Context: an optimization exercise on an open-source flow, tuned for a short achievable clock period and few clock cycles. The choices shown serve that exercise and are no tape-out recipe.
Only simulation tests tie the RTL to the original design; equivalence was not proved.
Power is estimated from default activity; no workload was simulated.

==> flow/design.v (excerpt) <==
module LC3(reset, clk, mem_addr, mem_wdata, mem_we, mem_rdata);
==> flow/config.mk <==
export PLATFORM = sky130hd
export DESIGN_NAME = LC3
export DESIGN_NICKNAME = LC3
export VERILOG_FILES = /design/flow/design.v
export SDC_FILE = /design/flow/constraint.sdc
export NUM_CORES = 4
export LEC_CHECK = 0
export CAP_MARGIN = 20
export CORE_MARGIN = 2
export CORE_UTILIZATION = 40
export SETUP_SLACK_MARGIN = 4.6
export SLEW_MARGIN = 20
export SYNTH_HIERARCHICAL = 1
export SYNTH_MINIMUM_KEEP_SIZE = 0
==> flow/constraint.sdc <==
create_clock -name core_clock -period 7.0 [get_ports {clk}]
set_input_delay 1.4000 -clock core_clock [delete_from_list [all_inputs] [get_ports {clk}]]
set_output_delay 1.4000 -clock core_clock [all_outputs]
set_load 0.01 [all_outputs]
standard.sh (not shown) runs the stock make flow with config.mk's settings and CLKGATE_MAP_FILE= SYNTH_SCRIPT=/design/flow/synth_recipe.tcl, a recipe that flattens the netlist after the stock synthesis.
==> flow/flow/run.sh <==
#!/bin/bash
# The standard layout (standard.sh: the standard flow's own ORFS run, unchanged synthesis,
# floorplan, power grid, placement, CTS and routing), with one change: the
# buffers ORFS puts on every input and output port are buf_8 instead of the
# smallest buffer, which the later repair does not always upsize.
# make's output goes to standard.log; each ORFS step logs to orfs/logs/.
set -euo pipefail
bash standard.sh 'BUFFER_PORTS_ARGS=-buffer_cell sky130_fd_sc_hd__buf_8' finish > standard.log 2>&1
The first run completed with no timing, DRC or antenna violations.
Testbench counts at the start, summed over its fixed seeds: cycles 82,095.
==> next run, changes <==
==> flow/run.sh (new file) <==
#!/bin/bash
# synth_recipe.tcl (not shown) runs the flow's synth.tcl, then flattens the netlist and writes it again
# the make line also repeats each setting of config.mk as NAME=value (left out here)
make -C /OpenROAD-flow-scripts/flow DESIGN_CONFIG=/design/flow/config.mk WORK_HOME=/design/flow/orfs CLKGATE_MAP_FILE= SYNTH_SCRIPT=/design/flow/synth_recipe.tcl finish
removed: flow/flow/run.sh
removed: flow/standard.sh
What happened:
- wire length grows by a little under a tenth
- design area grows by a few percent
- die area is unchanged

---

## red
The RTL this note starts from:
==> flow/design.v <==
`timescale 1ns / 1ps
module LC3(reset, clk, mem_addr, mem_wdata, mem_we, mem_rdata);
	input reset, clk;
	output [15:0] mem_addr, mem_wdata;
	output mem_we;
	input [15:0] mem_rdata;
	reg [15:0] R [0:7];
	reg fN, fZ, fP;
	reg [15:0] fpc;           
	reg ev;                   
	reg e_wr;                 
	reg e_setcc;              
	reg e_ld, e_st, e_br, e_jsr, e_jmp;
	reg [1:0] e_op;           
	reg [2:0] e_dr;
	reg [2:0] e_cc;           
	reg [15:0] e_a, e_b, e_sv, e_tgt;
	wire [15:0] alu = (e_op == 2'd0) ? e_a + e_b :
	                  (e_op == 2'd1) ? e_a & e_b : ~e_a;
	wire [15:0] wb = e_jsr ? fpc : alu;
	wire taken = (fN & e_cc[2]) | (fZ & e_cc[1]) | (fP & e_cc[0]);
	wire sel_tgt = ev & (e_ld | e_st | e_jsr | (e_br & taken));
	wire sel_a = ev & e_jmp;
	wire fetch = ~(ev & (e_ld | e_st));
	assign mem_addr = sel_tgt ? e_tgt : sel_a ? e_a : fpc;
	assign mem_wdata = e_sv;
	assign mem_we = ev & e_st;
	wire fwd_en = ev & e_wr;
	wire [15:0] ldv = mem_rdata;
	wire [15:0] ccv = e_ld ? ldv : alu;
	wire [15:0] ir = mem_rdata;
	wire [3:0] opc = ir[15:12];
	wire [15:0] s9 = {{7{ir[8]}}, ir[8:0]};
	wire [15:0] s11 = {{5{ir[10]}}, ir[10:0]};
	wire [15:0] s5 = {{11{ir[4]}}, ir[4:0]};
	wire [15:0] t9 = mem_addr + s9 + 16'd1;
	wire [15:0] t11 = mem_addr + s11 + 16'd1;
	function [15:0] rd;
		input [2:0] idx;
		begin
			rd = (fwd_en && e_dr == idx) ? wb : R[idx];
		end
	endfunction
	integer i;
	always @(posedge clk) begin
		if (reset) begin
			for (i = 0; i < 8; i = i + 1) R[i] <= 16'd0;
			fN <= 1'b0; fZ <= 1'b0; fP <= 1'b0;
			fpc <= 16'd0;
			ev <= 1'b0;
		end else begin
			if (ev & e_wr) R[e_dr] <= wb;
			if (ev & e_ld) R[e_dr] <= ldv;
			if (ev & (e_setcc | e_ld)) begin
				fN <= ccv[15];
				fZ <= (ccv == 16'd0);
				fP <= ~ccv[15] & (ccv != 16'd0);
			end
			ev <= fetch;
			if (fetch) fpc <= mem_addr + 16'd1;
		end
		e_setcc <= (opc == 4'b0001) | (opc == 4'b0101) | (opc == 4'b1001);
		e_wr <= (opc == 4'b0001) | (opc == 4'b0101) | (opc == 4'b1001) | (opc == 4'b0100);
		e_ld <= (opc == 4'b0010);
		e_st <= (opc == 4'b0011);
		e_br <= (opc == 4'b0000);
		e_jsr <= (opc == 4'b0100);
		e_jmp <= (opc == 4'b1100);
		e_op <= (opc == 4'b0001) ? 2'd0 : (opc == 4'b0101) ? 2'd1 : 2'd2;
		e_dr <= (opc == 4'b0100) ? 3'd7 : ir[11:9];
		e_cc <= ir[11:9];
		e_a <= rd(ir[8:6]);
		e_b <= ir[5] ? s5 : rd(ir[2:0]);
		e_sv <= rd(ir[11:9]);
		e_tgt <= (opc == 4'b0100) ? t11 : t9;
	end
endmodule
Settings: LEC_CHECK=0, ABC_CLOCK_PERIOD_IN_PS=2200, CAP_MARGIN=20, CORE_MARGIN=2, CORE_UTILIZATION=40, SETUP_SLACK_MARGIN=4.6, SLEW_MARGIN=20; clock period 7.0 ns.
run.sh (not shown) runs the stock make flow with config.mk's settings and CLKGATE_MAP_FILE= SYNTH_SCRIPT=/design/flow/synth_recipe.tcl, a recipe that flattens the netlist after the stock synthesis.
Stock flow here: none of the scripts above is used.
Testbench counts of red, summed over its fixed seeds: cycles 82,095.
Input changes introduced in purple (baseline for comparison: red):
Settings: SETUP_SLACK_MARGIN: 4.6 -> unset; ABC_CLOCK_PERIOD_IN_PS: 2200 -> unset.
### Flow results
purple did not stop at any stage, and its layout met the timing, DRC and antenna checks.
Sequential cell fraction of total power came out higher on purple than on red.
Diff red -> purple: global-route wire length before repair lower, power lower, post-detailed-routing wire length lower.
Compared with red, purple improves final design area excluding fillers.
Looking only at final weighted congestion in routability-driven placement, and setting everything else aside, the lower value of purple and red goes to red.
Lower highest clock rate goes to purple over red.
Reported for purple and red, number of tap cells added at floorplan turned out identical to the last digit.
When purple is measured against red, its tightest hold margin turns out 21 ps higher.
Remaining max-slew budget at the tightest pin: lower on purple
Looking at largest net degree at the start of global routing, purple sits below red.

## separate check: timing with driven ports
In the flow no input, the clock included, has a driving cell. The finished layouts below were timed again as built, in two steps.
Step 1 assumes that a clkbuf_16 drives the clock port and a buf_2 every other input.
Step 2 adds t to the input delays and takes it off the output delays; t is the mean of the earliest and latest rising clock arrival at the registers after step 1. Input paths then give back, and output paths get back, about the clock's delay inside the block.
Slacks: ideal / step 1 / step 2; pairs: ideal / step 1.
run | t, ns | slack for setup (ns) | pins driven straight from the clock port
the first run of note 1 | 0.601 | 3.924 / 3.858 / 3.257 | 1
the second run of note 1 | 0.609 | 3.771 / 3.765 / 3.156 | 1
red | 0.605 | 3.292 / 3.240 / 3.055 | 1
purple | 0.585 | 2.408 / 2.357 / 2.125 | 1
After both steps setup and hold are still met in every run listed. The setup slack of the first run of note 1, which loses most, moves by -0.066 ns with the drivers and by -0.667 ns with both steps.
